Background: an optimization exercise with open tools, aiming at small area, a short achievable clock period and few clock cycles. Do not read the settings as production practice.
Where RTL was checked, it was by simulation tests only, not by an equivalence proof against the original.
Function not checked in runs 1 to 4: the RTL went through the layout flow alone.
Power figures rest on the tool's default switching activity, not on a simulated workload.

`config.mk`:
```
export PLATFORM = sky130hd
export DESIGN_NAME = ELA
export DESIGN_NICKNAME = ELA
export VERILOG_FILES = /design/flow/design.v
export SDC_FILE = /design/flow/constraint.sdc
export NUM_CORES = 8
export LEC_CHECK = 0
export CAP_MARGIN = 20
export CORE_MARGIN = 2
export CORE_UTILIZATION = 60
export CTS_BUF_LIST = sky130_fd_sc_hd__clkbuf_8
export SETUP_SLACK_MARGIN = 4.5
export SLEW_MARGIN = 20
```
`constraint.sdc`:
```
create_clock -name core_clock -period 7.0 [get_ports {clk}]
set_input_delay 1.4000 -clock core_clock [delete_from_list [all_inputs] [get_ports {clk}]]
set_output_delay 1.4000 -clock core_clock [all_outputs]
set_load 0.01 [all_outputs]
```
`design.v`:
```
`timescale 1ns/10ps
module ELA(clk, rst, in_data, data_rd, req, wen, addr, data_wr, done);
	input				clk;
	input				rst;
	input		[7:0]	in_data;
	input		[7:0]	data_rd;
	output				req;
	output	reg			wen;
	output	reg	[9:0]	addr;
	output	reg	[7:0]	data_wr;
	output				done;
	reg			interp, fin, reqn;
	reg			s_rb, s_w;	 
	reg	[8:0]	g;			 
	reg	[7:0]	x;	 
	reg	[7:0]	y;	 
	reg	[7:0]	pp;	 
	reg	[7:0]	q;	 
	reg	[7:0]	r;	 
	reg	[7:0]	dreg, areg;	 
	reg	[7:0]	m, a;		 
	reg			tag;		 
	wire s_rt = ~s_rb & ~s_w;
	assign req  = ~reqn;
	assign done = fin;
	function [7:0] absd;
		input [7:0] x, y;
		reg [7:0] g, e, G1, E1, G2, E2, G3, E3, bo, bo2;
		integer i;
		begin
			g = x & ~y;
			e = ~(x ^ y);
			for (i = 0; i < 8; i = i + 1)
				if (i % 2 == 1) begin G1[i] = g[i] | e[i] & g[i-1]; E1[i] = e[i] & e[i-1]; end
				else begin G1[i] = g[i]; E1[i] = e[i]; end
			for (i = 0; i < 8; i = i + 1)
				if (i % 4 >= 2) begin G2[i] = G1[i] | E1[i] & G1[(i/4)*4+1]; E2[i] = E1[i] & E1[(i/4)*4+1]; end
				else begin G2[i] = G1[i]; E2[i] = E1[i]; end
			for (i = 0; i < 8; i = i + 1)
				if (i >= 4) begin G3[i] = G2[i] | E2[i] & G2[3]; E3[i] = E2[i] & E2[3]; end
				else begin G3[i] = G2[i]; E3[i] = E2[i]; end
			bo  = {~(G3[6:0] | E3[6:0]), 1'b0};
			bo2 = {G3[6:0], 1'b0};
			absd = G3[7] ? (~e ^ bo) : (~e ^ bo2);
		end
	endfunction
	function [7:0] avg8;
		input [7:0] x, y;
		reg [7:0] g, p, G1, P1, G2, P2, G3, P3;
		integer i;
		begin
			g = x & y; p = x ^ y;
			for (i = 0; i < 8; i = i + 1)
				if (i % 2 == 1) begin G1[i] = g[i] | p[i] & g[i-1]; P1[i] = p[i] & p[i-1]; end
				else begin G1[i] = g[i]; P1[i] = p[i]; end
			for (i = 0; i < 8; i = i + 1)
				if (i % 4 >= 2) begin G2[i] = G1[i] | P1[i] & G1[(i/4)*4+1]; P2[i] = P1[i] & P1[(i/4)*4+1]; end
				else begin G2[i] = G1[i]; P2[i] = P1[i]; end
			for (i = 0; i < 8; i = i + 1)
				if (i >= 4) begin G3[i] = G2[i] | P2[i] & G2[3]; P3[i] = P2[i] & P2[3]; end
				else begin G3[i] = G2[i]; P3[i] = P2[i]; end
			avg8 = {G3[7], p[7:1] ^ G3[6:0]};
		end
	endfunction
	function gtc;
		input [7:0] u, v;
		input ci;
		reg [7:0] g, e;
		reg g10, e10, g32, e32, g54, e54, g76, e76, g30, e30, g74, e74;
		begin
			g = u & ~v;
			e = ~(u ^ v);
			g10 = g[1] | e[1] & g[0]; e10 = e[1] & e[0];
			g32 = g[3] | e[3] & g[2]; e32 = e[3] & e[2];
			g54 = g[5] | e[5] & g[4]; e54 = e[5] & e[4];
			g76 = g[7] | e[7] & g[6]; e76 = e[7] & e[6];
			g30 = g32 | e32 & g10; e30 = e32 & e10;
			g74 = g76 | e76 & g54; e74 = e76 & e54;
			gtc = g74 | e74 & (g30 | e30 & ci);
		end
	endfunction
	function [8:0] inc9;
		input [8:0] v;
		integer i; reg c;
		begin
			c = 1'b1;
			for (i = 0; i < 9; i = i + 1) begin inc9[i] = v[i] ^ c; c = c & v[i]; end
		end
	endfunction
	function [3:0] inc4;
		input [3:0] v;
		integer i; reg c;
		begin
			c = 1'b1;
			for (i = 0; i < 4; i = i + 1) begin inc4[i] = v[i] ^ c; c = c & v[i]; end
		end
	endfunction
	function [8:0] dec2;
		input [8:0] v;
		integer i; reg b;
		begin
			dec2[0] = v[0];
			b = 1'b1;
			for (i = 1; i < 9; i = i + 1) begin dec2[i] = v[i] ^ b; b = b & ~v[i]; end
		end
	endfunction
	wire [8:0] p = dec2(g);		 
	wire [8:0] g_inc = inc9(g);
	wire [3:0] r_inc = inc4(g[8:5]);
	always @(posedge clk) begin
		dreg <= absd(x, y);
		areg <= avg8(x, y);
	end
	wire edge_col = (g[4:0] == 5'd1) || (g[4:0] == 5'd2);
	wire take = ~edge_col & gtc(m, dreg, tag);
	always @(posedge clk) begin
		if (s_rb || take) begin
			m <= dreg;
			a <= areg;
		end
		tag <= s_w & take;
	end
	always @(posedge clk) begin
		if (!interp)
			data_wr <= in_data;
		else
			data_wr <= a;
	end
	always @(posedge clk or posedge rst) begin
		if (rst) begin
			interp <= 1'b0;
			reqn <= 1'b0;
			fin <= 1'b0;
			s_rb <= 1'b0;
			s_w <= 1'b1;
			g <= 9'd0;
			wen <= 1'b0;
		end else if (fin) begin
			wen <= 1'b0;
		end else if (!interp) begin
			wen <= 1'b1;
			g <= g_inc;
			if (&g) begin
				interp <= 1'b1;
				reqn <= 1'b1;
			end
		end else begin
			s_rb <= s_rt;
			s_w <= s_rb;
			if (s_rb) begin
				g <= g_inc;
				wen <= ~(&p[8:1]);
				if (p == 9'd479)
					fin <= 1'b1;
			end else
				wen <= 1'b0;
		end
	end
	always @(posedge clk) begin
		if (!interp || s_w)
			addr <= {g[8:5], 1'b0, g[4:0]};
		else if (s_rt)
			addr <= {r_inc, 1'b0, g[4:0]};
		else
			addr <= {p[8:5], 1'b1, p[4:0]};
	end
	always @(posedge clk) begin
		if (s_rt) begin
			x <= data_rd; y <= q; q <= x; r <= y;
		end else if (s_rb) begin
			x <= pp; y <= data_rd; pp <= q; q <= x;
		end else begin
			x <= q; q <= r;
		end
	end
endmodule
```
`flow/run.sh`:
```
#!/bin/bash
# Layout flow: the standard ORFS flow, with two changes:
#  - synthesis does not extract full/half adder cells (ADDER_MAP_FILE empty),
#    so ABC maps all of the arithmetic itself;
#  - the port buffers are sky130_fd_sc_hd__buf_2 cells.
set -euo pipefail
bash standard.sh ADDER_MAP_FILE= \
  "BUFFER_PORTS_ARGS=-buffer_cell sky130_fd_sc_hd__buf_2" \
  finish > make_finish.log 2>&1
```
`standard.sh`:
```
#!/bin/bash
# synth_recipe.tcl (not shown) runs the flow's synth.tcl, then flattens the netlist and writes it again
# the make line also repeats each setting of config.mk as NAME=value (left out here)
make -C /OpenROAD-flow-scripts/flow DESIGN_CONFIG=/design/flow/config.mk WORK_HOME=/design/flow/orfs CLKGATE_MAP_FILE= SYNTH_SCRIPT=/design/flow/synth_recipe.tcl "${@:-finish}"
```
==> impl_metrics.json, run 1 <==
{
  "yosysTopAreaCell": "edfxtp_1",
  "grt_pass1_wl_um": 12100,
  "reg2reg_to": "areg[7]",
  "placed_area_um2": 4650,
  "finalCritPeriodShare_pct": 35.1,
  "final_cell_area_um2": 4940,
  "rr_startpoint": "y[1]",
  "crit_slowest_cell": "edfxtp_1",
  "clk_root_buffer_cell": "clkbuf_8",
  "drtAntennaViolNets": 0,
  "finish.utilization_pct": 68.4,
  "vias": 2761,
  "cp_cell_sequence": "a31oi_4 > o31ai_1 > a211o_1 > maj3_2 > maj3_2 > maj3_2 > maj3_2",
  "finalSetupTns_ns": 0,
  "wire_per_inst_um": 13.9,
  "whs_ns": 0.412,
  "startpoint_type": "flop",
  "crit_family": "adder cells",
  "power.density_nw_per_um2": 269,
  "clock_skew_ns": 0.0133,
  "postSynthCellCount": 379,
  "start_util_pct": 61.3,
  "synth_common_cells": "51 x dfxtp_1, 40 x edfxtp_1, 28 x nand2_1",
  "arrival_ns": 2.71,
  "grt-ovfl-total": 0,
  "hold_path_class": "flop to flop",
  "rsz0062_at_grt": "true",
  "drive_gt1_share_pct": 24.3,
  "rrSetupSlack_ns": 4.54,
  "hold_path_end": "a[4]",
  "drt_first_pass_iters": 4,
  "peakVddDrop_mv": 0.115,
  "grt_max_degree": 35,
  "syn2layout_area_growth_pct": 11.6,
  "busiest_layer": "met2",
  "crit_buf_inv": 0,
  "rows": 31,
  "antenna_found_initial": 0,
  "grt.met3_usage_pct": 2.77,
  "synth_top_area_share_pct": 27.2,
  "gp_congestion": 0.801,
  "worstPathRequired_ns": 7.25,
  "worstSetupPathType": "flop to flop",
  "maxCapViolCount": 0,
  "post-dp-hpwl_um": 4850,
  "worst_slack_ns": 4.54,
  "hold_path_depth": 0,
  "worstMarginPinSlew_ns": 0.676,
  "grt_pass1_vias": 2574,
  "ys_warn_count": 1,
  "p_leak_nw": 1.95,
  "core_area_um2": 7210,
  "final_max_slew_viol_count": 0,
  "reg2regPathDepth": 7,
  "cp_max_fo": 4,
  "max_freq_mhz": 407,
  "place_inst": 494,
  "synth_edf_count": 40,
  "worstHoldStart": "areg[4]",
  "drcViolationCount": 0,
  "synth.net_count": 397,
  "final-instance-count-excl-fill": 518,
  "synthesis.area_um2": 4420,
  "ys_seq_elements": 106,
  "fin_crit_ns": 2.46,
  "power_mw": 1.33,
  "drt_first_iter_violations": 131,
  "outcome": "timing/DRC/antenna clean",
  "diodes": 0,
  "portBuffers": 38,
  "yosysSeqAreaShare_pct": 58.8,
  "dieWidth_um": 89.9,
  "clock_sinks": 106,
  "ios": 39,
  "slowest_delay_ns": 0.49,
  "vias_per_cell": 5.33,
  "ctsHoldBuffers": 0,
  "synth_most_common_cell": "dfxtp_1",
  "numCtsBuffers": 9,
  "endpoint_kind": "flop",
  "ys.flop_type": "dfxtp_1",
  "cp_common_cell": "maj3_2",
  "fin_nets": 432,
  "htree_levels": 3,
  "grt_use_met1_pct": 27.4,
  "relSlewSlack_pct": 54.8,
  "insertion_delay_ns": 0.35,
  "dp_slack_ns": 4.35,
  "synth.avg_cell_area_um2": 11.7,
  "die_y_um": 89.9,
  "setup_viol": 0,
  "routed_wl_um": 7210,
  "postSynth.asyncResetShare_pct": 14.2,
  "clk_pin_slew_ns": 0.10,
  "die-area_um2": 8070,
  "grtUsageTotal_pct": 18.5,
  "cts_tree": "built",
  "clockBufferDepth": 2,
  "synthTopCellsByArea": "edfxtp_1 27%, dfxtp_1 23%, dfrtp_1 7.9%",
  "finalHoldViolCount": 0,
  "use_met2_pct": 28.2,
  "synth.distinct_cells": 50
}
==> where the power goes <==
| part | switching [mW] | leakage (nW) | internal [mW] | total, mW |
|---|---|---|---|---|
| combinational | 0.0942 | 0.833 | 0.0722 | 0.166 |
| sequential | 0.0374 | 1.01 | 0.742 | 0.779 |
| clock | 0.209 | 0.107 | 0.173 | 0.382 |
==> cells by family after synthesis <==
| logic type | after synthesis | synth area share (%) |
|---|---|---|
| AO/OA/AOI/OAI | 60 | 8.32 |
| XOR/XNOR | 37 | 7.33 |
| adder cells (fa/ha/maj) | 10 | 2.38 |
| buffers and inverters | 40 | 3.82 |
| flip-flops | 106 | 58.8 |
| multiplexers | 39 | 9.56 |
| AND/OR/NAND/NOR | 87 | 9.84 |
==> flip-flops by register name (all words and copies together), names as in the netlist, 8 cells and up <==
register	count
a	8
addr	10
areg	8
data_wr	8
dreg	8
g	9
m	8
pp	8
q	8
r	8
x	8
y	8
==> cells in the final DEF, fill, tap and decap left out, drive strengths merged, types with 13 or more instances in the layout <==
master,instances
a21oi,13
dfxtp,51
nor2,18
mux2,26
nand2,28
buf,47
mux2i,13
xnor2,25
inv,21
o21ai,24
dfrtp,14
edfxtp,40
==> area by class of cell <==
class / count / area (um2)
clock buffer: 9 / 124
clock inverter: 7 / 85.1
fill: 578 / 2280
inverter: 17 / 63.8
multi-input combinational: 233 / 1680
sequential: 106 / 2600
tap: 99 / 124
timing repair buffer: 47 / 258
==> routing by layer <==
metal | share of wire, % | vias to the layer above
li1 | - | 1389
met3 | 3.4 | 6
met2 | 44 | 51
met4 | 1.1 | 0
met5 | 0 | -
met1 | 52 | 1315
==> worst reg2reg max path, cell delays in order (launching register included) <==
cell and delay [ns]:
edfxtp_1 0.49, a31oi_4 0.22, o31ai_1 0.08, a211o_1 0.30, maj3_2 0.33, maj3_2 0.32
maj3_2 0.32, maj3_2 0.29
==> worst max-delay path by stage <==
stage / start / endpoint / slack [ns] / cells past startpoint
6_report: y[1] / areg[7] / 4.54 / 7
5_1_grt: y[1] / areg[7] / 4.47 / 7
4_1_cts: y[1] / areg[7] / 4.49 / 7
3_5_place_dp: y[1] / areg[7] / 4.35 / 7
3_3_place_gp: y[1] / areg[7] / 4.40 / 7
2_1_floorplan: y[0] / areg[7] / 4.51 / 7
==> what timing repair did <==
item | 4_1_cts | 5_1_grt
buffers inserted | 4 | 4
endpoints found under the hold margin | 0 | 0
gates resized for setup | 1 | 4
setup endpoints to repair | 3 | 16
pin swaps | 3 | 7
==> inputs of run 2 (changes only) <==
--- a/config.mk
+++ b/config.mk
@@ -8,5 +8,5 @@
 export CAP_MARGIN = 20
 export CORE_MARGIN = 2
-export CORE_UTILIZATION = 60
+export CORE_UTILIZATION = 40
 export CTS_BUF_LIST = sky130_fd_sc_hd__clkbuf_8
 export SETUP_SLACK_MARGIN = 4.5
==> run 2 against run 1 <==
Net effect:
- hold slack is essentially flat
- largest power group unchanged
- via count shrank 0.47%
- maximum frequency shrank 0.18%
- register-to-register slack is essentially flat
- sequential power is essentially flat
- cell count grew 9.1%
- count of clock-buffer cells in the layout is the same
- highest routed layer unchanged
- sequential share of layout area shrank 0.59 points
- global-route usage shrank 5.0 points
- still clean on timing, DRC and antenna
- clock skew is essentially flat
==> impl_metrics.json, run 2 <==
{
  "combPwrFrac_pct": 13.2,
  "grt_pass1_vias": 2505,
  "postSynth.asyncResetShare_pct": 14.2,
  "crit_family": "adder cells",
  "drcViolationCount": 0,
  "synth_top_area_share_pct": 27.2,
  "cp_common_cell": "maj3_2",
  "vias_per_cell": 4.86,
  "p_leak_nw": 1.97,
  "die-area_um2": 11900,
  "drt_first_pass_iters": 4,
  "power.density_nw_per_um2": 257,
  "core_area_um2": 10800,
  "crit_slowest_cell": "edfxtp_1",
  "outcome": "timing/DRC/antenna clean",
  "final_max_slew_viol_count": 0,
  "ys_seq_elements": 106,
  "grt-ovfl-total": 0,
  "die_y_um": 109,
  "synth.net_count": 397,
  "grtUsageTotal_pct": 13.6,
  "postSynthCellCount": 379,
  "yosysSeqAreaShare_pct": 58.8,
  "largest_reg_flops": 10,
  "ctsHoldBuffers": 0,
  "fin_nets": 438,
  "yosys.area_share.adder_pct": 2.38,
  "max_freq_mhz": 406,
  "post-dp-hpwl_um": 5080,
  "synth.avg_cell_area_um2": 11.7,
  "grt_max_degree": 34,
  "setup_viol": 0,
  "drt_first_iter_violations": 149,
  "largest-register": "addr",
  "hold_path_class": "flop to flop",
  "place_inst": 536,
  "crit_buf_inv": 0,
  "startpoint_type": "flop",
  "synth-compound-area-share_pct": 8.32,
  "clockBufferDepth": 2,
  "endpoint_kind": "flop",
  "rows": 38,
  "synth_edf_count": 40,
  "slowest_delay_ns": 0.49,
  "finalSetupTns_ns": 0,
  "start_util_pct": 41.0,
  "largest_registers": "addr (10), g (9)",
  "routed_wl_um": 7440,
  "synth_common_cells": "51 x dfxtp_1, 40 x edfxtp_1, 28 x nand2_1",
  "clock_sinks": 106,
  "wire_per_inst_um": 13.2,
  "clk_root_buffer_cell": "clkbuf_8",
  "internal-power_mw": 0.947,
  "finalHoldViolCount": 0,
  "cp_cell_sequence": "a21oi_2 > o31ai_2 > a211o_1 > maj3_2 > maj3_2 > maj3_2 > maj3_2",
  "diodes": 0,
  "vias": 2748,
  "muxShareOfSynthArea_pct": 9.56,
  "arrival_ns": 2.73,
  "synth_most_common_cell": "dfxtp_1",
  "portBuffers": 38,
  "rsz0062_at_grt": "true",
  "worstSetupPathType": "flop to flop",
  "p_sw_share_pct": 26.1,
  "synthXorXnorAreaFrac_pct": 7.33,
  "syn2layout_area_growth_pct": 12.8,
  "synthTopCellsByArea": "edfxtp_1 27%, dfxtp_1 23%, dfrtp_1 7.9%",
  "clk_pin_slew_ns": 0.10,
  "synth.distinct_cells": 50,
  "insertion_delay_ns": 0.37,
  "cp_max_fo": 3,
  "synth_top_family_by_area": "simple AND/OR/NAND/NOR gates",
  "ys.flop_type": "dfxtp_1",
  "seq_power_share_pct": 60.8,
  "relSlewSlack_pct": 48.6,
  "clkPwrFrac_pct": 26.1,
  "yosysTopAreaCell": "edfxtp_1",
  "clock_skew_ns": 0.0136,
  "synthesis.area_um2": 4420,
  "ios": 39,
  "final_cell_mix": "51 x dfxtp_1, 40 x edfxtp_1, 38 x buf_2",
  "antenna_found_initial": 0,
  "maxCapViolCount": 0,
  "numCtsBuffers": 9,
  "ys_warn_count": 1,
  "gp_congestion": 0.817,
  "final-instance-count-excl-fill": 565,
  "worstPathRequired_ns": 7.27,
  "grt_pass1_wl_um": 12200,
  "drtAntennaViolNets": 0,
  "worstMarginPinSlew_ns": 0.769,
  "dieWidth_um": 109,
  "final_common_cell": "dfxtp_1",
  "finalCritPeriodShare_pct": 35.2,
  "drive_gt1_share_pct": 24.7,
  "htree_levels": 3,
  "peakVddDrop_mv": 0.0970,
  "fin_crit_ns": 2.46,
  "synthSimpleGateAreaFrac_pct": 9.84,
  "p_switching_mw": 0.334,
  "cts_tree": "built"
}
[run 2: final cells by class]
class	count	area [um2]
fill	1020	5800
sequential	106	2600
multi-input combinational	233	1680
timing repair buffer	53	303
tap	140	175
clock buffer	9	124
inverter	17	63.8
clock inverter	7	45.0
[run 2: final timing paths]
check,from,end,slack [ns],cells past startpoint
max in group asynchronous,rst,s_w,5.54,2
max,y[0],areg[7],4.54,7
min,areg[1],a[1],0.41,0
max reg2reg,y[0],areg[7],4.54,7
min reg2reg,areg[1],a[1],0.41,0
min in group asynchronous,rst,s_rb,1.07,2
[run 2: kinds of logic (layout without fill, tap and decap cells)]
| group | count (synthesis) | after routing |
|---|---|---|
| xor gates and xnor gates | 37 | 37 |
| and+or+nand+nor | 87 | 87 |
| DFF | 106 | 106 |
| muxes | 39 | 39 |
| AOI/OAI and AO/OA | 60 | 60 |
| adders and majority gates | 10 | 10 |
| buffers and inverters | 40 | 86 |
[run 2: power groups by stage]
stage	logic [mW]	clock network (mW)	registers, mW
after floorplan	0.129	0	0.780
after global placement	0.157	0	0.791
after detailed placement	0.160	0	0.796
after CTS	0.165	0.352	0.780
after global routing	0.188	0.372	0.791
final	0.169	0.334	0.779
[run 2: per-stage QoR]
step	setup slack (ns)	area, um2	hold slack [ns]	utilization (%)	power [mW]
final	4.54	4990	0.412	46.2	1.28
after detailed placement	4.33	4710	0.389	43.6	0.956
after floorplan	4.51	4440	0.345	-	0.909
after global placement	4.38	4710	0.386	43.6	0.948
after global routing	4.46	4990	0.415	46.2	1.35
after CTS	4.49	4910	0.413	45.5	1.30
[run 2: timing repair]
item / CTS / global route
pin swaps: 3 / 7
setup endpoints to repair: 3 / 4
gates resized for setup: 1 / 3
buffers inserted: 4 / 9
[run 2: per-layer routing]
layer | part of all wire, % | wire length [um] | global-route usage, %
met1 | 49 | 3640 | 18.5
met2 | 45 | 3340 | 20.6
met3 | 4.7 | 346 | 3.95
met4 | 1.4 | 104 | 4.67
met5 | 0 | 0 | 0
==> inputs of run 3 (changes only) <==
--- a/config.mk
+++ b/config.mk
@@ -8,6 +8,6 @@
 export CAP_MARGIN = 20
 export CORE_MARGIN = 2
-export CORE_UTILIZATION = 40
+export CORE_UTILIZATION = 70
 export CTS_BUF_LIST = sky130_fd_sc_hd__clkbuf_8
-export SETUP_SLACK_MARGIN = 4.5
+export SETUP_SLACK_MARGIN = 4.6
 export SLEW_MARGIN = 20
==> run 3 against run 2 <==
Net effect:
- hold slack about the same
- critical path type unchanged
- sequential power hardly changed
- still clean on timing, DRC and antenna
- non-clock buffer count unchanged
==> impl_metrics.json, run 3 <==
{
  "post-dp-hpwl_um": 5050,
  "numCtsBuffers": 9,
  "clk_pin_slew_ns": 0.10,
  "vias_per_cell": 5.60,
  "clock_skew_ns": 0.0159,
  "drt_first_pass_iters": 4,
  "final_cell_area_um2": 5000,
  "peakVddDrop_mv": 0.199,
  "fin_crit_ns": 2.47,
  "final_cell_mix": "49 x dfxtp_1, 40 x edfxtp_1, 38 x buf_2",
  "p_leak_nw": 2.00,
  "ys_seq_elements": 106,
  "yosysTopAreaCell": "edfxtp_1",
  "grt_pass1_vias": 2691,
  "finalCritPeriodShare_pct": 35.3,
  "finalHoldViolCount": 0,
  "htree_levels": 3,
  "startpoint_type": "flop",
  "crit_family": "adder cells",
  "ios": 39,
  "cts_tree": "built",
  "synth_most_common_cell": "dfxtp_1",
  "n_fill_cell": 367,
  "dieWidth_um": 83.5,
  "worstPathRequired_ns": 7.26,
  "largest-register": "addr",
  "diodes": 0,
  "relSlewSlack_pct": 55.2,
  "final_max_slew_viol_count": 0,
  "clockBufferDepth": 2,
  "grt_pass1_wl_um": 12600,
  "arrival_ns": 2.73,
  "die-area_um2": 6970,
  "drtAntennaViolNets": 0,
  "worst_slack_ns": 4.53,
  "cp_max_fo": 6,
  "portBuffers": 38,
  "worstMarginPinSlew_ns": 0.671,
  "clock_sinks": 106,
  "slowest_delay_ns": 0.47,
  "power.density_nw_per_um2": 272,
  "rsz0062_at_grt": "true",
  "insertion_delay_ns": 0.36,
  "final_common_cell": "dfxtp_1",
  "grtUsageTotal_pct": 23.0,
  "antenna_found_initial": 0,
  "gp_congestion": 0.813,
  "synthTopCellsByArea": "edfxtp_1 27%, dfxtp_1 23%, dfrtp_1 7.9%",
  "synth_edf_count": 40,
  "placed_area_um2": 4620,
  "start_util_pct": 73.4,
  "finalSetupTns_ns": 0,
  "routed_wl_um": 7520,
  "seqCellArea_um2": 2600,
  "drt_first_iter_violations": 193,
  "yosysSeqAreaShare_pct": 58.8,
  "largest_registers": "addr (10), g (9)",
  "syn2layout_area_growth_pct": 13.1,
  "clk_root_buffer_cell": "clkbuf_8",
  "endpoint_kind": "flop",
  "postSynth.asyncResetShare_pct": 14.2,
  "vias": 2801,
  "synthesis.area_um2": 4420,
  "core_area_um2": 6030,
  "synth.net_count": 397,
  "multiInputGateArea_um2": 1710,
  "crit_slowest_cell": "edfxtp_1",
  "grt-ovfl-total": 0,
  "worstSetupPathType": "flop to flop",
  "synth.avg_cell_area_um2": 11.7,
  "largest_reg_flops": 10,
  "wire_per_inst_um": 15.0,
  "die_y_um": 83.5,
  "fin_nets": 438,
  "dp_slack_ns": 4.44,
  "maxCapViolCount": 0,
  "outcome": "timing/DRC/antenna clean",
  "drcViolationCount": 0,
  "synth.distinct_cells": 50,
  "hold_path_class": "flop to flop",
  "max_freq_mhz": 405,
  "synth_top_area_share_pct": 27.2,
  "postSynthCellCount": 379,
  "crit_buf_inv": 0,
  "cp_cell_sequence": "o211ai_1 > o31ai_1 > a211o_1 > maj3_2 > maj3_2 > maj3_2 > maj3_2",
  "synth_common_cells": "51 x dfxtp_1, 40 x edfxtp_1, 28 x nand2_1",
  "cp_common_cell": "maj3_2",
  "ys_warn_count": 1,
  "grt_max_degree": 35,
  "drive_gt1_share_pct": 27.5,
  "rows": 28,
  "ys.flop_type": "dfxtp_1",
  "setup_viol": 0
}
run 3: cell counts after synthesis:
Identical to the previous run, type by type.
run 3: worst paths after layout:
kind | cells after the start | slack, ns | to | startpoint
hold reg to reg | 0 | 0.41 | a[3] | areg[3]
setup / recovery | 7 | 4.53 | areg[7] | y[3]
max in group asynchronous | 2 | 5.54 | s_rb | rst
min in group asynchronous | 2 | 1.07 | g[1] | rst
hold / removal | 0 | 0.41 | a[3] | areg[3]
setup reg to reg | 7 | 4.53 | areg[7] | y[3]
run 3: what timing repair did:
action | in CTS | in global routing
resized for setup | 2 | 17
buffers inserted | 9 | 5
hold buffers | 0 | 0
setup endpoints to repair | 15 | 9
pin swaps | 2 | 3
run 3: metrics by stage:
stage / power, mW / util (%) / std cells / hold WS (ns)
6_report: 1.36 / 83.0 / 500 / 0.412
5_1_grt: 1.42 / 83.0 / 500 / 0.420
4_1_cts: 1.36 / 81.5 / 495 / 0.413
3_5_place_dp: 0.955 / 76.7 / 470 / 0.389
3_3_place_gp: 0.946 / 76.7 / 470 / 0.387
2_1_floorplan: 0.909 / - / 379 / 0.345
run 3: layout make-up:
cell class / count / share of cell area [%]
inverter: 17 / 1.28
multi-input combinational: 233 / 34.3
sequential: 106 / 52.0
timing repair buffer: 53 / 6.13
clock inverter: 7 / 1.95
clock buffer: 9 / 2.48
tap: 75 / 1.88
run 3: kinds of logic after synthesis:
logic type / synth area share [%]
buffers and inverters: 3.82
AO/OA/AOI/OAI: 8.32
multiplexers: 9.56
XOR/XNOR: 7.33
flip-flops: 58.8
adder cells (fa/ha/maj): 2.38
AND/OR/NAND/NOR: 9.84
run 3: worst reg2reg max path, cell delays in order (launching register included):
cell      delay [ns]
edfxtp_1        0.47
o211ai_1        0.24
o31ai_1         0.11
a211o_1         0.28
maj3_2          0.33
maj3_2          0.33
maj3_2          0.33
maj3_2          0.30
run 3: per-layer routing:
layer / global-route usage [%] / wire (um) / part of all wire, %
met1: 32.8 / 3720 / 50
met2: 34.7 / 3390 / 45
met3: 5.44 / 246 / 3.3
met4: 8.65 / 158 / 2.1
met5: 0 / 0 / 0
run 3: where the power goes:
group          switching [mW]  internal (mW)  total [mW]
Combinational          0.0951         0.0764       0.172
Sequential             0.0385          0.742       0.780
Clock                   0.204          0.204       0.408
Total                   0.337           1.02        1.36
==> inputs of run 4 (changes only) <==
==> flow/run.sh (replaced) <==
#!/bin/bash
# Layout flow: the standard ORFS flow, with two changes:
#  - synthesis does not extract full/half adder cells (ADDER_MAP_FILE empty),
#    so ABC maps all of the arithmetic itself;
#  - the port buffers are sky130_fd_sc_hd__buf_1 cells.
set -euo pipefail
bash standard.sh ADDER_MAP_FILE= \
  "BUFFER_PORTS_ARGS=-buffer_cell sky130_fd_sc_hd__buf_1" \
  finish > make_finish.log 2>&1
--- a/config.mk
+++ b/config.mk
@@ -8,6 +8,6 @@
 export CAP_MARGIN = 20
 export CORE_MARGIN = 2
-export CORE_UTILIZATION = 70
+export CORE_UTILIZATION = 60
 export CTS_BUF_LIST = sky130_fd_sc_hd__clkbuf_8
-export SETUP_SLACK_MARGIN = 4.6
+export SETUP_SLACK_MARGIN = 4.5
 export SLEW_MARGIN = 20
==> run 4 against run 3 <==
Net effect:
- first-iteration DRC count down 38%
- cell count up 5.6%
- global-route usage is 3.6 points lower
- sequential power hardly changed
- hold slack better by 0.00061 ns
- largest power group unchanged
- flip-flop and latch count stayed put
- clock power down 9.3%
- maximum frequency rose by 0.82%
- critical path type unchanged
- total power down 3.0%
==> impl_metrics.json, run 4 <==
{
  "final_max_slew_viol_count": 0,
  "rsz0062_at_grt": "true",
  "syn2layout_area_growth_pct": 12.3,
  "fin_crit_ns": 2.45,
  "ys_seq_elements": 106,
  "grt_max_degree": 34,
  "power.density_nw_per_um2": 266,
  "hold_path_class": "flop to flop",
  "final_cell_mix": "50 x dfxtp_1, 40 x edfxtp_1, 38 x buf_1",
  "clk_pin_slew_ns": 0.09,
  "n_fill_cell": 530,
  "vias_per_cell": 5.23,
  "endpoint": "areg[7]",
  "final_common_cell": "dfxtp_1",
  "grt-ovfl-total": 0,
  "reg2reg_to": "areg[7]",
  "multiInputGateArea_um2": 1680,
  "p_leak_nw": 1.89,
  "cp_common_cell": "maj3_2",
  "diodes": 0,
  "wire_per_inst_um": 14.2,
  "clk_root_buffer_cell": "clkbuf_8",
  "worstMarginPinSlew_ns": 0.710,
  "synth_edf_count": 40,
  "synthesis.area_um2": 4420,
  "dieWidth_um": 89.9,
  "cts_tree": "built",
  "relSlewSlack_pct": 52.6,
  "drtAntennaViolNets": 0,
  "crit_buf_inv": 0,
  "drt_first_pass_iters": 4,
  "rrSetupSlack_ns": 4.55,
  "synth.net_count": 397,
  "grt_use_met1_pct": 27.5,
  "worstPathRequired_ns": 7.26,
  "post-dp-hpwl_um": 5000,
  "largest_registers": "addr (10), g (9)",
  "ys.flop_type": "dfxtp_1",
  "htree_levels": 3,
  "fin_nets": 442,
  "grt_pass1_vias": 2643,
  "clock_skew_ns": 0.0129,
  "finish.utilization_pct": 68.9,
  "worstSetupPathType": "flop to flop",
  "use_met2_pct": 29.2,
  "yosysTopAreaCell": "edfxtp_1",
  "rows": 31,
  "synth.avg_cell_area_um2": 11.7,
  "synth_top_area_share_pct": 27.2,
  "max_freq_mhz": 408,
  "synth.distinct_cells": 50,
  "die-area_um2": 8070,
  "portBuffers": 38,
  "synthTopCellsByArea": "edfxtp_1 27%, dfxtp_1 23%, dfrtp_1 7.9%",
  "reg2regPathDepth": 7,
  "ios": 39,
  "core_area_um2": 7210,
  "postSynth.asyncResetShare_pct": 14.2,
  "die_y_um": 89.9,
  "cp_max_fo": 5,
  "postSynthCellCount": 379,
  "insertion_delay_ns": 0.37,
  "synth_most_common_cell": "dfxtp_1",
  "gp_congestion": 0.811,
  "crit_slowest_cell": "edfxtp_1",
  "outcome": "timing/DRC/antenna clean",
  "setup_viol": 0,
  "finalSetupTns_ns": 0,
  "slowest_delay_ns": 0.48,
  "numCtsBuffers": 9,
  "largest-register": "addr",
  "ctsHoldBuffers": 0,
  "clock_sinks": 106,
  "grt_pass1_wl_um": 12400,
  "drcViolationCount": 0,
  "busiest_layer": "met2",
  "cp_cell_sequence": "o21ai_0 > o31ai_1 > a211o_1 > maj3_2 > maj3_2 > maj3_2 > maj3_2",
  "worst_slack_ns": 4.55,
  "antenna_found_initial": 0,
  "start_util_pct": 61.3,
  "crit_family": "adder cells",
  "arrival_ns": 2.71,
  "routed_wl_um": 7490,
  "rr_startpoint": "y[2]",
  "finalCritPeriodShare_pct": 35.0,
  "ys_warn_count": 1,
  "vias": 2759,
  "largest_reg_flops": 10,
  "grt.met3_usage_pct": 3.27,
  "grtUsageTotal_pct": 19.4,
  "maxCapViolCount": 0,
  "synth_common_cells": "51 x dfxtp_1, 40 x edfxtp_1, 28 x nand2_1",
  "startpoint_type": "flop",
  "dp_slack_ns": 4.36,
  "finalHoldViolCount": 0,
  "cp_num_cells": 7,
  "clockBufferDepth": 2,
  "yosysSeqAreaShare_pct": 58.8,
  "endpoint_kind": "flop",
  "startpoint": "y[2]",
  "drive_gt1_share_pct": 17.0,
  "peakVddDrop_mv": 0.136,
  "seqCellArea_um2": 2600,
  "drt_first_iter_violations": 120
}
## run 4: cell counts after synthesis
No cell type changed its count.
## run 4: worst reg2reg max path: stages (launching register included)
cell and delay, ns:
edfxtp_1 0.48, o21ai_0 0.23, o31ai_1 0.10, a211o_1 0.29, maj3_2 0.31, maj3_2 0.31
maj3_2 0.32, maj3_2 0.30
## run 4: area by class of cell
class                           instances  share of cell area (%)
Sequential cell                       106                    52.3
Multi-Input combinational cell        233                    33.8
Timing Repair Buffer                   57                    5.99
Clock buffer                            9                    2.49
Tap cell                               99                    2.49
Clock inverter                          7                    1.56
Inverter                               17                    1.28
## run 4: per-stage QoR
step / cells / instance area [um2] / hold WS, ns / total power [mW]
finish: 528 / 4970 / 0.413 / 1.32
global route: 528 / 4970 / 0.415 / 1.38
CTS: 520 / 4890 / 0.413 / 1.33
detailed placement: 495 / 4610 / 0.389 / 0.953
global placement: 495 / 4610 / 0.386 / 0.944
floorplan: 379 / 4440 / 0.345 / 0.909
## run 4: per-layer routing
layer	up-vias	routed length (um)
li1	1413	-
met1	1280	3700
met2	56	3410
met3	10	257
met4	0	121
met5	-	0
## run 4: worst min path at each step
stage                       start      end  depth (start not counted)
after floorplan              g[0]  addr[0]                          0
after global placement    areg[0]     a[0]                          0
after detailed placement  areg[3]     a[3]                          0
after CTS                 areg[3]     a[3]                          0
after global routing      areg[3]     a[3]                          0
final                     areg[3]     a[3]                          0
## run 4: what timing repair did
item,CTS,global route
setup endpoints to repair,3,6
buffers inserted,9,8
gates resized for setup,1,3
endpoints found under the hold margin,0,0
pin swaps,4,7
## run 4: kinds of logic after synthesis
| kind of cell | after synthesis | share of synthesized area (%) |
|---|---|---|
| flip-flops | 106 | 58.8 |
| AND/OR/NAND/NOR | 87 | 9.84 |
| AO/OA/AOI/OAI | 60 | 8.32 |
| buffers and inverters | 40 | 3.82 |
| multiplexers | 39 | 9.56 |
| XOR/XNOR | 37 | 7.33 |
| adder cells (fa/ha/maj) | 10 | 2.38 |
## run 4: power breakdown
group,switching (mW),internal [mW]
clock,0.203,0.168
combinational,0.0932,0.0765
sequential,0.0373,0.742
==> inputs of run 5 (changes only) <==
--- a/design.v
+++ b/design.v
@@ -8,7 +8,7 @@
 	output	reg			wen;
 	output	reg	[9:0]	addr;
-	output	reg	[7:0]	data_wr;
+	output	reg	[7:0]	data_wr;	 
 	output				done;
-	reg			interp, fin, reqn;
+	reg			interp, fin;
 	reg			s_rb, s_w;	 
 	reg	[8:0]	g;			 
@@ -19,8 +19,7 @@
 	reg	[7:0]	r;	 
 	reg	[7:0]	dreg, areg;	 
-	reg	[7:0]	m, a;		 
-	reg			tag;		 
+	reg	[7:0]	m;			 
 	wire s_rt = ~s_rb & ~s_w;
-	assign req  = ~reqn;
+	assign req  = ~interp;
 	assign done = fin;
 	function [7:0] absd;
@@ -63,19 +62,18 @@
 		end
 	endfunction
-	function gtc;
-		input [7:0] u, v;
-		input ci;
+	function le8;
+		input [7:0] v, u;
 		reg [7:0] g, e;
-		reg g10, e10, g32, e32, g54, e54, g76, e76, g30, e30, g74, e74;
+		reg g10, e10, g32, e32, g54, e54, g76, e76, g30, g74, e74;
 		begin
-			g = u & ~v;
-			e = ~(u ^ v);
+			g = v & ~u;
+			e = ~(v ^ u);
 			g10 = g[1] | e[1] & g[0]; e10 = e[1] & e[0];
 			g32 = g[3] | e[3] & g[2]; e32 = e[3] & e[2];
 			g54 = g[5] | e[5] & g[4]; e54 = e[5] & e[4];
 			g76 = g[7] | e[7] & g[6]; e76 = e[7] & e[6];
-			g30 = g32 | e32 & g10; e30 = e32 & e10;
+			g30 = g32 | e32 & g10;
 			g74 = g76 | e76 & g54; e74 = e76 & e54;
-			gtc = g74 | e74 & (g30 | e30 & ci);
+			le8 = ~(g74 | e74 & g30);
 		end
 	endfunction
@@ -113,22 +111,16 @@
 	end
 	wire edge_col = (g[4:0] == 5'd1) || (g[4:0] == 5'd2);
-	wire take = ~edge_col & gtc(m, dreg, tag);
+	wire take = s_w | le8(dreg, m) | (s_rb & edge_col);
 	always @(posedge clk) begin
-		if (s_rb || take) begin
+		if (take)
 			m <= dreg;
-			a <= areg;
-		end
-		tag <= s_w & take;
-	end
-	always @(posedge clk) begin
 		if (!interp)
 			data_wr <= in_data;
-		else
-			data_wr <= a;
+		else if (take)
+			data_wr <= areg;
 	end
 	always @(posedge clk or posedge rst) begin
 		if (rst) begin
 			interp <= 1'b0;
-			reqn <= 1'b0;
 			fin <= 1'b0;
 			s_rb <= 1'b0;
@@ -141,8 +133,6 @@
 			wen <= 1'b1;
 			g <= g_inc;
-			if (&g) begin
+			if (&g)
 				interp <= 1'b1;
-				reqn <= 1'b1;
-			end
 		end else begin
 			s_rb <= s_rt;
@@ -167,9 +157,9 @@
 	always @(posedge clk) begin
 		if (s_rt) begin
-			x <= data_rd; y <= q; q <= x; r <= y;
+			x <= data_rd; r <= x;
 		end else if (s_rb) begin
-			x <= pp; y <= data_rd; pp <= q; q <= x;
+			x <= r; y <= data_rd; r <= x;
 		end else begin
-			x <= q; q <= r;
+			x <= pp; y <= q; pp <= r; q <= y;
 		end
 	end
==> flow/run.sh (replaced) <==
#!/bin/bash
# Layout flow: the standard ORFS flow, with two changes:
#  - synthesis does not extract full/half adder cells (ADDER_MAP_FILE empty),
#    so ABC maps all of the arithmetic itself;
#  - the port buffers are sky130_fd_sc_hd__buf_2 cells.
set -euo pipefail
bash standard.sh ADDER_MAP_FILE= \
  "BUFFER_PORTS_ARGS=-buffer_cell sky130_fd_sc_hd__buf_2" \
  finish > make_finish.log 2>&1
--- a/config.mk
+++ b/config.mk
@@ -8,6 +8,6 @@
 export CAP_MARGIN = 20
 export CORE_MARGIN = 2
-export CORE_UTILIZATION = 60
+export CORE_UTILIZATION = 40
 export CTS_BUF_LIST = sky130_fd_sc_hd__clkbuf_8
-export SETUP_SLACK_MARGIN = 4.5
+export SETUP_SLACK_MARGIN = 4.4
 export SLEW_MARGIN = 20
==> run 5 against run 4 <==
Net effect:
- still clean
- die area increased by 34%
- clock power decreased by about 10%
- sequential power decreased by about 20%
- cell count decreased by 2.7%
==> impl_metrics.json, run 5 <==
{
  "outcome": "timing/DRC/antenna clean",
  "startpoint_type": "flop",
  "grt-ovfl-total": 0,
  "finalSetupTns_ns": 0,
  "postSynth.asyncResetShare_pct": 14.6,
  "routed_wl_um": 7340,
  "syn2layout_area_growth_pct": 16.9,
  "largest_registers": "addr (10), g (9)",
  "vias": 2495,
  "reg2regPathDepth": 10,
  "drt_first_iter_violations": 108,
  "post-dp-hpwl_um": 5100,
  "core_area_um2": 9730,
  "startpoint": "y[0]",
  "n_fill_cell": 904,
  "grt_pass1_vias": 2408,
  "slowest_delay_ns": 0.50,
  "worstMarginPinSlew_ns": 0.656,
  "rows": 36,
  "p_leak_nw": 1.83,
  "relSlewSlack_pct": 56.0,
  "ctsHoldBuffers": 0,
  "vias_per_cell": 4.85,
  "htree_levels": 3,
  "fin_crit_ns": 2.57,
  "ys.flop_type": "edfxtp_1",
  "finalHoldViolCount": 0,
  "rr_startpoint": "y[0]",
  "synth_edf_count": 48,
  "crit_slowest_cell": "edfxtp_1",
  "final_common_cell": "edfxtp_1",
  "synth_common_cells": "48 x edfxtp_1, 34 x dfxtp_1, 32 x nand2_1",
  "yosysTopAreaCell": "edfxtp_1",
  "clk_root_buffer_cell": "clkbuf_8",
  "ios": 39,
  "worst_slack_ns": 4.43,
  "insertion_delay_ns": 0.36,
  "multiInputGateArea_um2": 1530,
  "rsz0062_at_grt": "true",
  "rrSetupSlack_ns": 4.43,
  "start_util_pct": 41.2,
  "portBuffers": 38,
  "place_inst": 488,
  "worstHoldStart": "dreg[3]",
  "clock_sinks": 96,
  "synthesis.area_um2": 4010,
  "synth.distinct_cells": 45,
  "synth.avg_cell_area_um2": 12.3,
  "synth_top_area_share_pct": 36.0,
  "finalCritPeriodShare_pct": 36.7,
  "cp_common_cell": "buf_4",
  "antenna_found_initial": 0,
  "worstSetupPathType": "flop to flop",
  "wire_per_inst_um": 14.3,
  "synthTopCellsByArea": "edfxtp_1 36%, dfxtp_1 17%, dfrtp_1 8.1%",
  "reg2reg_to": "dreg[1]",
  "power.density_nw_per_um2": 216,
  "clock_skew_ns": 0.0153,
  "dieWidth_um": 104,
  "endpoint": "dreg[1]",
  "setup_viol": 0,
  "numCtsBuffers": 9,
  "drcViolationCount": 0,
  "worstPathRequired_ns": 7.28,
  "drt_first_pass_iters": 5,
  "grt_pass1_wl_um": 12000,
  "gp_congestion": 0.821,
  "endpoint_kind": "flop",
  "clockBufferDepth": 2,
  "power_mw": 1.01,
  "ys_warn_count": 1,
  "finish.utilization_pct": 48.2,
  "drtAntennaViolNets": 0,
  "grt_max_degree": 31,
  "final-instance-count-excl-fill": 514,
  "seqCellArea_um2": 2470,
  "diodes": 0,
  "die-area_um2": 10800,
  "drive_gt1_share_pct": 28.9,
  "max_freq_mhz": 389,
  "fin_nets": 394,
  "largest_reg_flops": 10,
  "yosysSeqAreaShare_pct": 61.7,
  "synth_most_common_cell": "edfxtp_1",
  "final_max_slew_viol_count": 0,
  "clk_pin_slew_ns": 0.09,
  "cp_max_fo": 5,
  "ys_seq_elements": 96,
  "dp_slack_ns": 4.30,
  "peakVddDrop_mv": 0.0886,
  "cts_tree": "built",
  "maxCapViolCount": 0,
  "die_y_um": 104,
  "hold_path_class": "flop to flop",
  "arrival_ns": 2.86,
  "synth.net_count": 343,
  "grtUsageTotal_pct": 13.9,
  "largest-register": "addr",
  "final_cell_mix": "48 x edfxtp_1, 38 x buf_2, 34 x dfxtp_1",
  "postSynthCellCount": 325,
  "cp_cell_sequence": "buf_4 > or2b_1 > maj3_2 > o211ai_1 > buf_4 > a41oi_2 > o21ai_2 > buf_6 > mux2i_2 > xor2_1"
}
[run 5: cell types whose count changed in the layout (fill, tap and decap cells not counted), moves of 4 or more]
| cell | change |
|---|---|
| a21oi_1 | -9 |
| xnor2_1 | -4 |
| maj3_2 | +4 |
| nor2_1 | -7 |
| o21ai_0 | -8 |
| buf_2 | +38 |
| nand2b_1 | +5 |
| mux2_2 | -7 |
| dfxtp_1 | -16 |
| edfxtp_1 | +8 |
| buf_1 | -38 |
| buf_4 | -8 |
| nand3_1 | -4 |
[run 5: cell families after synthesis]
logic type                 Yosys count  share of synthesized area, %
muxes                               33                          8.80
DFF                                 96                          61.7
and+or+nand+nor                     86                          10.6
adders and majority gates           11                          2.90
xor gates and xnor gates            30                          6.56
buffers and inverters               26                          2.44
AOI/OAI and AO/OA                   43                          6.99
[run 5: final cells by class]
class	count	area share (%)
Sequential cell	96	52.8
Timing Repair Buffer	49	5.90
Clock inverter	7	1.17
Inverter	17	1.36
Clock buffer	9	2.64
Multi-Input combinational cell	203	32.6
Tap cell	133	3.55
[run 5: where the power goes]
| group | leakage, nW | switching [mW] | internal, mW |
|---|---|---|---|
| sequential | 0.923 | 0.0109 | 0.612 |
| combinational | 0.825 | 0.0308 | 0.0266 |
| clock | 0.0818 | 0.199 | 0.133 |
[run 5: worst min-delay path by stage]
stage | endpoint | slack [ns] | depth (start not counted)
3_5_place_dp | m[3] | 0.42 | 0
5_1_grt | m[1] | 0.46 | 0
3_3_place_gp | m[3] | 0.42 | 0
4_1_cts | m[3] | 0.44 | 0
6_report | m[3] | 0.44 | 0
2_1_floorplan | addr[0] | 0.35 | 0
[run 5: stage by stage]
step	hold WS, ns	cell area, um2
3_3_place_gp	0.420	4340
6_report	0.441	4690
4_1_cts	0.444	4570
5_1_grt	0.462	4690
3_5_place_dp	0.421	4340
2_1_floorplan	0.345	4010
[run 5: worst max-delay path: cells and delay by family (launching register included)]
kind	cells	cell delay (ns)
mux	1	0.22
fa+ha+maj	1	0.34
flops	1	0.50
buf+inv	3	0.51
xor+xnor	1	0.16
compound gates	3	0.52
simple gates	1	0.26
[run 5: timing repair]
item	in CTS	in global routing
resized for setup	6	14
setup endpoints to repair	18	22
pin swaps	3	11
hold endpoints to repair	0	0
setup buffers	3	7
[run 5: metal layers]
layer,up-vias,share of wire [%],global-route usage [%]
li1,1243,-,-
met5,-,0,0
met2,54,44,20.3
met4,0,1.7,5.89
met3,13,3.9,2.57
met1,1185,51,20.4
Testbench counts of run 5, summed over its fixed seeds: cycles 62,688.
==> inputs of run 6 (changes only) <==
--- a/config.mk
+++ b/config.mk
@@ -10,4 +10,4 @@
 export CORE_UTILIZATION = 40
 export CTS_BUF_LIST = sky130_fd_sc_hd__clkbuf_8
-export SETUP_SLACK_MARGIN = 4.4
+export SETUP_SLACK_MARGIN = 4.5
 export SLEW_MARGIN = 20
==> run 6 against run 5 <==
Net effect:
- total power grew 3.4%
- cell count grew 0.58%
- synthesized area is the same
- register-to-register slack gained 0.08 ns
- design area grew 1.4%
- clock power grew about 10%
- non-clock buffer count grew 3
- core utilization grew 0.66 points
- hold slack is essentially flat
- global-route usage shrank 0.18 points
- first-iteration DRC count shrank 21%
- largest cell class unchanged
- largest power group unchanged
- highest routed layer unchanged
==> impl_metrics.json, run 6 <==
{
  "worstHoldStart": "dreg[3]",
  "antenna_found_initial": 0,
  "final_max_slew_viol_count": 0,
  "numCtsBuffers": 9,
  "ys_seq_elements": 96,
  "vias_per_cell": 4.82,
  "clk_root_buffer_cell": "clkbuf_8",
  "largest_reg_flops": 10,
  "worst_slack_ns": 4.51,
  "top_layer": "met4",
  "wire_per_inst_um": 13.7,
  "ios": 39,
  "worstSetupPathType": "flop to flop",
  "synthTopCellsByArea": "edfxtp_1 36%, dfxtp_1 17%, dfrtp_1 8.1%",
  "crit_slowest_cell": "edfxtp_1",
  "synth_common_cells": "48 x edfxtp_1, 34 x dfxtp_1, 32 x nand2_1",
  "drt_first_iter_violations": 85,
  "rr_startpoint": "y[0]",
  "finalHoldViolCount": 0,
  "synth_top_area_share_pct": 36.0,
  "ys_warn_count": 1,
  "fin_nets": 397,
  "grtUsageTotal_pct": 13.8,
  "finalCritPeriodShare_pct": 35.6,
  "power_mw": 1.05,
  "drive_gt1_share_pct": 30.5,
  "ctsHoldBuffers": 0,
  "vias": 2490,
  "dr_wl_met2_um": 3090,
  "drt_first_pass_iters": 5,
  "postSynth.asyncResetShare_pct": 14.6,
  "final_common_cell": "edfxtp_1",
  "cp_cell_sequence": "a21oi_4 > o31ai_4 > maj3_2 > maj3_2 > maj3_2 > maj3_2 > maj3_2",
  "synth_most_common_cell": "edfxtp_1",
  "insertion_delay_ns": 0.37,
  "n_fill_cell": 913,
  "synthesis.area_um2": 4010,
  "cts_tree": "built",
  "clock_skew_ns": 0.0119,
  "met3_length_um": 240,
  "reg2reg_to": "areg[7]",
  "rows": 36,
  "yosysSeqAreaShare_pct": 61.7,
  "startpoint_type": "flop",
  "worstPathRequired_ns": 7.25,
  "grt_pass1_vias": 2344,
  "diodes": 0,
  "postSynthCellCount": 325,
  "routed_wl_um": 7080,
  "maxCapViolCount": 0,
  "dieWidth_um": 104,
  "slowest_delay_ns": 0.52,
  "hold_path_class": "flop to flop",
  "finish.utilization_pct": 48.8,
  "synth_edf_count": 48,
  "clk_pin_slew_ns": 0.09,
  "reg2regPathDepth": 7,
  "cp_max_fo": 5,
  "htree_levels": 3,
  "synth.avg_cell_area_um2": 12.3,
  "start_util_pct": 41.2,
  "clock_sinks": 96,
  "setup_viol": 0,
  "final_cell_mix": "48 x edfxtp_1, 38 x buf_2, 33 x dfxtp_1",
  "hold_path_end": "m[3]",
  "arrival_ns": 2.74,
  "rrSetupSlack_ns": 4.51,
  "synth.net_count": 343,
  "worstMarginPinSlew_ns": 0.640,
  "gp_congestion": 0.781,
  "p_leak_nw": 1.87,
  "max_freq_mhz": 402,
  "grt_max_degree": 31,
  "die_y_um": 104,
  "largest-register": "addr",
  "whs_ns": 0.441,
  "syn2layout_area_growth_pct": 18.5,
  "cp_common_cell": "maj3_2",
  "dp_slack_ns": 4.36,
  "drtAntennaViolNets": 0,
  "core_area_um2": 9730,
  "hold_path_depth": 0,
  "drcViolationCount": 0,
  "relSlewSlack_pct": 57.1,
  "crit_buf_inv": 0,
  "clockBufferDepth": 2,
  "grt-ovfl-total": 0,
  "fin_crit_ns": 2.49,
  "finalSetupTns_ns": 0,
  "grt_pass1_wl_um": 11600,
  "synth.distinct_cells": 45,
  "yosysTopAreaCell": "edfxtp_1",
  "ys.flop_type": "edfxtp_1",
  "portBuffers": 38,
  "peakVddDrop_mv": 0.0806,
  "rsz0062_at_grt": "true",
  "endpoint_kind": "flop",
  "outcome": "timing/DRC/antenna clean",
  "largest_registers": "addr (10), g (9)",
  "power.density_nw_per_um2": 220,
  "post-dp-hpwl_um": 5010,
  "drt-met1-wl_um": 3640,
  "die-area_um2": 10800,
  "crit_family": "adder cells"
}
==> run 6: changes by cell type in the layout (fill, tap and decap cells not counted), sizes merged <==
cell	previous run	this run
buf	49	52
bufinv	0	1
inv	20	18
clkinv	1	2
==> run 6: logic make-up (layout without fill, tap and decap cells) <==
family          Yosys count  in the layout  share of synthesized area [%]
compound gates           43             43                           6.99
xor+xnor                 30             30                           6.56
fa+ha+maj                11             11                           2.90
buf+inv                  26             85                           2.44
flops                    96             96                           61.7
mux                      33             33                           8.80
simple gates             86             86                           10.6
==> run 6: what timing repair did <==
item | in CTS | in global routing
pin swaps | 12 | 12
setup buffers | 9 | 5
resized for setup | 7 | 14
endpoints found under the setup margin | 39 | 24
==> run 6: where the power goes <==
group          internal, mW  total (mW)  switching (mW)
sequential            0.612       0.623          0.0113
combinational        0.0267      0.0577          0.0309
clock                 0.169       0.366           0.197
==> run 6: final cells by class <==
cell class                      instances  area, um2  share of cell area [%]
Tap cell                              133        166                    3.50
Timing Repair Buffer                   52        299                    6.30
Multi-Input combinational cell        203       1540                    32.4
Sequential cell                        96       2480                    52.2
Inverter                               17       63.8                    1.34
Clock inverter                          7       81.3                    1.71
Clock buffer                            9        124                    2.61
==> run 6: how the worst max path moves through the flow <==
stage,cells past startpoint,start,slack [ns],endpoint
2_1_floorplan,7,y[0],4.51,areg[7]
3_3_place_gp,7,y[0],4.39,areg[7]
3_5_place_dp,7,y[0],4.36,areg[7]
4_1_cts,7,y[0],4.47,areg[7]
5_1_grt,7,y[0],4.43,areg[7]
6_report,7,y[0],4.51,areg[7]
==> run 6: worst reg2reg max path, delay by kind of cell, from the launching register on <==
kind                       cells  cell delay (ns)
adders and majority gates      5             1.56
DFF                            1             0.52
AOI/OAI and AO/OA              2             0.32
==> run 6: metrics by stage <==
step	cells	area, um2
floorplan	325	4030
global placement	487	4350
detailed placement	487	4350
CTS	512	4650
global route	517	4750
finish	517	4750
==> run 6: metal layers <==
layer	up-vias	GRT usage (%)
met5	-	0
met1	1184	19.5
met3	9	3.63
met2	42	20.1
li1	1255	-
met4	0	5.50
==> inputs of run 7 (changes only) <==
--- a/config.mk
+++ b/config.mk
@@ -10,4 +10,4 @@
 export CORE_UTILIZATION = 40
 export CTS_BUF_LIST = sky130_fd_sc_hd__clkbuf_8
-export SETUP_SLACK_MARGIN = 4.5
+export SETUP_SLACK_MARGIN = 4.7
 export SLEW_MARGIN = 20
==> run 7 against run 6 <==
Net effect:
- maximum frequency up 2.0%
- worst setup slack better by 0.049 ns
- largest cell class unchanged
- design area up 2.5%
- core utilization up 1.2 points
- clock skew down 0.0019 ns
- critical endpoint unchanged
- synthesized area unchanged
- count of clock-buffer cells in the layout up 2
- clock power up 11%
- synthesized cell count unchanged
- sequential share of layout area down 1.3 points
==> impl_metrics.json, run 7 <==
{
  "grt-ovfl-total": 0,
  "htree_levels": 3,
  "final_cell_mix": "48 x edfxtp_1, 37 x buf_2, 33 x dfxtp_1",
  "routed_wl_um": 7650,
  "gp_congestion": 0.820,
  "crit_slowest_cell": "edfxtp_1",
  "synthTopCellsByArea": "edfxtp_1 36%, dfxtp_1 17%, dfrtp_1 8.1%",
  "grt_max_degree": 31,
  "slowest_delay_ns": 0.47,
  "synth.net_count": 343,
  "synth.distinct_cells": 45,
  "maxCapViolCount": 0,
  "cp_max_fo": 4,
  "startpoint_type": "flop",
  "seq_power_share_pct": 57.1,
  "final_common_cell": "edfxtp_1",
  "portBuffers": 38,
  "post-dp-hpwl_um": 5190,
  "synth.avg_cell_area_um2": 12.3,
  "p_switching_mw": 0.230,
  "worstMarginPinSlew_ns": 0.638,
  "drcViolationCount": 0,
  "final_max_slew_viol_count": 0,
  "clkPwrFrac_pct": 37.4,
  "ys.flop_type": "edfxtp_1",
  "cts_tree": "built",
  "dieWidth_um": 104,
  "yosysSeqAreaShare_pct": 61.7,
  "clk_pin_slew_ns": 0.09,
  "postSynth.asyncResetShare_pct": 14.6,
  "postSynthCellCount": 325,
  "grt_pass1_vias": 2415,
  "grtUsageTotal_pct": 14.2,
  "dp_slack_ns": 4.48,
  "relSlewSlack_pct": 57.2,
  "clk_root_buffer_cell": "clkbuf_8",
  "synth_edf_count": 48,
  "synth_common_cells": "48 x edfxtp_1, 34 x dfxtp_1, 32 x nand2_1",
  "setup_viol": 0,
  "core_area_um2": 9730,
  "clockBufferDepth": 2,
  "grt_pass1_wl_um": 12200,
  "clock_sinks": 96,
  "max_freq_mhz": 410,
  "drt_first_pass_iters": 4,
  "p_sw_share_pct": 21.1,
  "ys_warn_count": 1,
  "synth_top_area_share_pct": 36.0,
  "ys_seq_elements": 96,
  "power.density_nw_per_um2": 224,
  "outcome": "timing/DRC/antenna clean",
  "worst_slack_ns": 4.56,
  "ctsHoldBuffers": 0,
  "ios": 39,
  "fin_crit_ns": 2.44,
  "combPwrFrac_pct": 5.5,
  "worstPathRequired_ns": 7.25,
  "largest-register": "addr",
  "wire_per_inst_um": 14.4,
  "largest_registers": "addr (10), g (9)",
  "vias": 2601,
  "hold_path_class": "flop to flop",
  "clock_skew_ns": 0.0100,
  "endpoint_kind": "flop",
  "p_leak_nw": 1.96,
  "power_mw": 1.09,
  "arrival_ns": 2.69,
  "drtAntennaViolNets": 0,
  "cp_cell_sequence": "a31oi_2 > o31ai_2 > maj3_2 > maj3_2 > maj3_2 > maj3_2 > maj3_2",
  "finalSetupTns_ns": 0,
  "internal-power_mw": 0.860,
  "synthesis.area_um2": 4010,
  "finalHoldViolCount": 0,
  "start_util_pct": 41.2,
  "syn2layout_area_growth_pct": 21.5,
  "rsz0062_at_grt": "true",
  "yosysTopAreaCell": "edfxtp_1",
  "drive_gt1_share_pct": 33.2,
  "finalCritPeriodShare_pct": 34.9,
  "vias_per_cell": 4.91,
  "insertion_delay_ns": 0.35,
  "die_y_um": 104,
  "largest_reg_flops": 10,
  "die-area_um2": 10800,
  "synth_most_common_cell": "edfxtp_1",
  "antenna_found_initial": 0,
  "rows": 36,
  "numCtsBuffers": 9,
  "worstSetupPathType": "flop to flop",
  "cp_common_cell": "maj3_2",
  "diodes": 0,
  "fin_nets": 410,
  "drt_first_iter_violations": 106,
  "peakVddDrop_mv": 0.118
}
-- run 7: cell count changes in the layout (fill, tap and decap cells not counted), moves of 2 or more --
| cell | change |
|---|---|
| buf_4 | +13 |
| clkbuf_8 | +2 |
| clkinv_4 | -2 |
| clkinvlp_4 | -2 |
| inv_4 | +2 |
| o21ai_0 | -2 |
-- run 7: worst max-delay path: cells and delay by family (launching register included) --
family / cells / cell delay (ns)
compound gates: 2 / 0.30
flops: 1 / 0.47
fa+ha+maj: 5 / 1.56
-- run 7: what timing repair did --
item                       in CTS  in global routing
setup buffers                  14                 13
gates resized for setup         6                 13
gates cloned                    0                  0
setup endpoints to repair      43                 50
pin swaps                       6                 11
-- run 7: logic make-up after synthesis --
| family | count (synthesis) | share of synthesized area (%) |
|---|---|---|
| adders and majority gates | 11 | 2.90 |
| and+or+nand+nor | 86 | 10.6 |
| xor gates and xnor gates | 30 | 6.56 |
| buffers and inverters | 26 | 2.44 |
| AOI/OAI and AO/OA | 43 | 6.99 |
| muxes | 33 | 8.80 |
| DFF | 96 | 61.7 |
-- run 7: per-layer routing --
metal	GRT usage (%)	routed length (um)	part of all wire, %	vias up
li1	-	-	-	1270
met1	18.7	3540	46	1258
met2	23.2	3690	48	67
met3	4.32	357	4.7	6
met4	3.38	58	0.76	0
met5	0	0	0	-
-- run 7: area by class of cell --
type	count	area, um2
Fill cell	889	4860
Sequential cell	96	2480
Multi-Input combinational cell	203	1520
Timing Repair Buffer	65	403
Tap cell	133	166
Clock buffer	11	151
Clock inverter	5	78.8
Inverter	17	70.1
-- run 7: power groups by stage --
stage               clock network, mW  registers (mW)  logic (mW)
detailed placement                  0           0.636      0.0566
global route                    0.442           0.625      0.0660
floorplan                           0           0.633      0.0400
finish                          0.408           0.623      0.0597
CTS                             0.419           0.623      0.0580
global placement                    0           0.635      0.0558
-- run 7: per-stage QoR --
step	std cells	hold slack, ns	util [%]	area, um2
after CTS	517	0.446	48.6	4730
final	530	0.442	50.0	4870
after detailed placement	487	0.425	45.0	4380
after global placement	487	0.428	45.0	4380
after global routing	530	0.459	50.0	4870
after floorplan	325	0.345	-	4060
-- run 7: path summary, 6_finish.rpt --
| check | start | depth (start not counted) | slack, ns | to |
|---|---|---|---|---|
| max | y[0] | 7 | 4.56 | areg[7] |
| min | dreg[4] | 0 | 0.44 | m[4] |
| max reg2reg | y[0] | 7 | 4.56 | areg[7] |
| min reg2reg | dreg[4] | 0 | 0.44 | m[4] |
| max in group asynchronous | rst | 2 | 5.54 | s_rb |
| min in group asynchronous | rst | 2 | 1.07 | g[7] |
==> inputs of run 8 (changes only) <==
--- a/config.mk
+++ b/config.mk
@@ -10,4 +10,5 @@
 export CORE_UTILIZATION = 40
 export CTS_BUF_LIST = sky130_fd_sc_hd__clkbuf_8
-export SETUP_SLACK_MARGIN = 4.7
+export GPL_TIMING_DRIVEN = 0
+export SETUP_SLACK_MARGIN = 4.6
 export SLEW_MARGIN = 20
==> run 8 against run 7 <==
Net effect:
- still clean
- core utilization shrank 0.87 points
- global-route usage is 0.26 points higher
- die area unchanged
- synthesized area is the same
- design area decreased by 1.7%
- non-clock buffer count is 2 higher
- highest routed layer unchanged
==> impl_metrics.json, run 8 <==
{
  "outcome": "timing/DRC/antenna clean",
  "finalSetupTns_ns": 0,
  "relSlewSlack_pct": 55.0,
  "cts_tree": "built",
  "synth_edf_count": 48,
  "rows": 36,
  "vias_per_cell": 4.83,
  "arrival_ns": 2.78,
  "die_y_um": 104,
  "drive_gt1_share_pct": 30.1,
  "rsz0062_at_grt": "true",
  "dieWidth_um": 104,
  "yosysTopAreaCell": "edfxtp_1",
  "htree_levels": 3,
  "muxShareOfSynthArea_pct": 8.80,
  "ys_seq_elements": 96,
  "final_common_cell": "edfxtp_1",
  "worstPathRequired_ns": 7.25,
  "synth.distinct_cells": 45,
  "synth.avg_cell_area_um2": 12.3,
  "reg2regPathDepth": 7,
  "whs_ns": 0.376,
  "endpoint_kind": "flop",
  "antenna_found_initial": 0,
  "peakVddDrop_mv": 0.111,
  "postSynth.asyncResetShare_pct": 14.6,
  "fin_crit_ns": 2.53,
  "start_util_pct": 41.2,
  "place_inst": 496,
  "drtAntennaViolNets": 0,
  "portBuffers": 38,
  "synth_top_area_share_pct": 36.0,
  "p_leak_nw": 1.92,
  "grt_pass1_vias": 2511,
  "ios": 39,
  "clk_root_buffer_cell": "clkbuf_8",
  "maxCapViolCount": 0,
  "finalHoldViolCount": 0,
  "clock_skew_ns": 0.0132,
  "finalCritPeriodShare_pct": 36.1,
  "gp_congestion": 0.807,
  "startpoint": "y[0]",
  "drt_first_iter_violations": 85,
  "synth_most_common_cell": "edfxtp_1",
  "largest_reg_flops": 10,
  "synth_top_family_by_area": "simple AND/OR/NAND/NOR gates",
  "max_freq_mhz": 396,
  "synth-compound-area-share_pct": 6.99,
  "grtUsageTotal_pct": 14.5,
  "grt_pass1_wl_um": 12500,
  "core_area_um2": 9730,
  "rrSetupSlack_ns": 4.47,
  "crit_slowest_cell": "edfxtp_1",
  "post-dp-hpwl_um": 5260,
  "startpoint_type": "flop",
  "synthXorXnorAreaFrac_pct": 6.56,
  "vias": 2572,
  "largest_registers": "addr (10), g (9)",
  "cp_common_cell": "maj3_2",
  "worstMarginPinSlew_ns": 0.670,
  "endpoint": "areg[7]",
  "yosys.area_share.adder_pct": 2.90,
  "clock_sinks": 96,
  "final_max_slew_viol_count": 0,
  "numCtsBuffers": 9,
  "grt-ovfl-total": 0,
  "hold_path_class": "flop to flop",
  "power.density_nw_per_um2": 218,
  "cp_cell_sequence": "a31oi_2 > o31ai_2 > maj3_2 > maj3_2 > maj3_2 > maj3_2 > maj3_2",
  "yosysSeqAreaShare_pct": 61.7,
  "ys_warn_count": 1,
  "n_fill_cell": 926,
  "synthTopCellsByArea": "edfxtp_1 36%, dfxtp_1 17%, dfrtp_1 8.1%",
  "synthSimpleGateAreaFrac_pct": 10.6,
  "drt_first_pass_iters": 4,
  "largest-register": "addr",
  "placed_area_um2": 4410,
  "synth.net_count": 343,
  "synthesis.area_um2": 4010,
  "final_cell_mix": "48 x edfxtp_1, 39 x buf_2, 33 x dfxtp_1",
  "ys.flop_type": "edfxtp_1",
  "diodes": 0,
  "slowest_delay_ns": 0.48,
  "insertion_delay_ns": 0.36,
  "cp_max_fo": 5,
  "grt_max_degree": 17,
  "final_cell_area_um2": 4780,
  "wire_per_inst_um": 14.1,
  "postSynthCellCount": 325,
  "worstSetupPathType": "flop to flop",
  "drcViolationCount": 0,
  "clockBufferDepth": 2,
  "synth_common_cells": "48 x edfxtp_1, 34 x dfxtp_1, 32 x nand2_1",
  "rr_startpoint": "y[0]",
  "reg2reg_to": "areg[7]",
  "fin_nets": 412,
  "die-area_um2": 10800,
  "setup_viol": 0,
  "final-instance-count-excl-fill": 532,
  "routed_wl_um": 7520,
  "clk_pin_slew_ns": 0.09,
  "syn2layout_area_growth_pct": 19.4
}
-- run 8: cell counts after synthesis --
No cell type changed its count.
-- run 8: metal layers --
layer | track usage (%) | wire (um) | share of wire (%)
met3 | 3.20 | 241 | 3.2
met1 | 19.6 | 3650 | 49
met4 | 6.08 | 148 | 2.0
met2 | 22.6 | 3480 | 46
met5 | 0 | 0 | 0
-- run 8: layout make-up --
type	count	area (um2)	share of cell area, %
clock buffers	10	138	2.88
flip-flops and latches	96	2480	51.8
inverters	17	67.6	1.41
multi-input cells	203	1500	31.3
well taps	133	166	3.48
clock inverters	6	58.8	1.23
repair buffers	58	344	7.19
plain buffers	9	35.0	0.732
-- run 8: kinds of logic (layout without fill, tap and decap cells) --
logic type	count (synthesis)	count (layout)
DFF	96	96
and+or+nand+nor	86	86
AOI/OAI and AO/OA	43	43
muxes	33	33
xor gates and xnor gates	30	30
buffers and inverters	26	100
adders and majority gates	11	11
-- run 8: what timing repair did --
item,4_1_cts,5_1_grt
pin swaps,13,10
setup endpoints to repair,40,27
gates resized for setup,7,5
setup buffers,14,6
cloned,0,0
hold buffers,0,0
-- run 8: worst min-delay path by stage --
stage / startpoint / endpoint / slack (ns) / cells past startpoint
after global routing: g[0] / addr[0] / 0.39 / 0
after CTS: g[0] / addr[0] / 0.38 / 0
after global placement: g[0] / addr[0] / 0.35 / 0
after floorplan: g[0] / addr[0] / 0.35 / 0
final: g[0] / addr[0] / 0.38 / 0
after detailed placement: g[0] / addr[0] / 0.36 / 0
-- run 8: worst max-delay path, delay by kind of cell (launching register included) --
kind	cells	cell delay [ns]
adders and majority gates	5	1.58
AOI/OAI and AO/OA	2	0.37
DFF	1	0.48
-- run 8: report_power, final --
part,internal (mW),total [mW],switching (mW),leakage [nW]
registers,0.612,0.623,0.0110,0.923
logic,0.0267,0.0577,0.0310,0.888
clock network,0.174,0.364,0.189,0.110
total,0.813,1.04,0.232,1.92
-- run 8: per-stage QoR --
step	utilization [%]	worst slack [ns]	power (mW)
2_1_floorplan	-	4.61	0.672
3_3_place_gp	45.3	4.37	0.689
3_5_place_dp	45.3	4.34	0.691
4_1_cts	48.6	4.48	1.06
5_1_grt	49.2	4.42	1.09
6_report	49.2	4.47	1.04

Check on run 8: ideal ports give 4.474 ns setup slack; a clkbuf_16 on the clock port and buf_2 on the inputs give 4.474 ns; moving port delays by the midpoint clock arrival (0.382 ns) as well gives 4.474 ns.
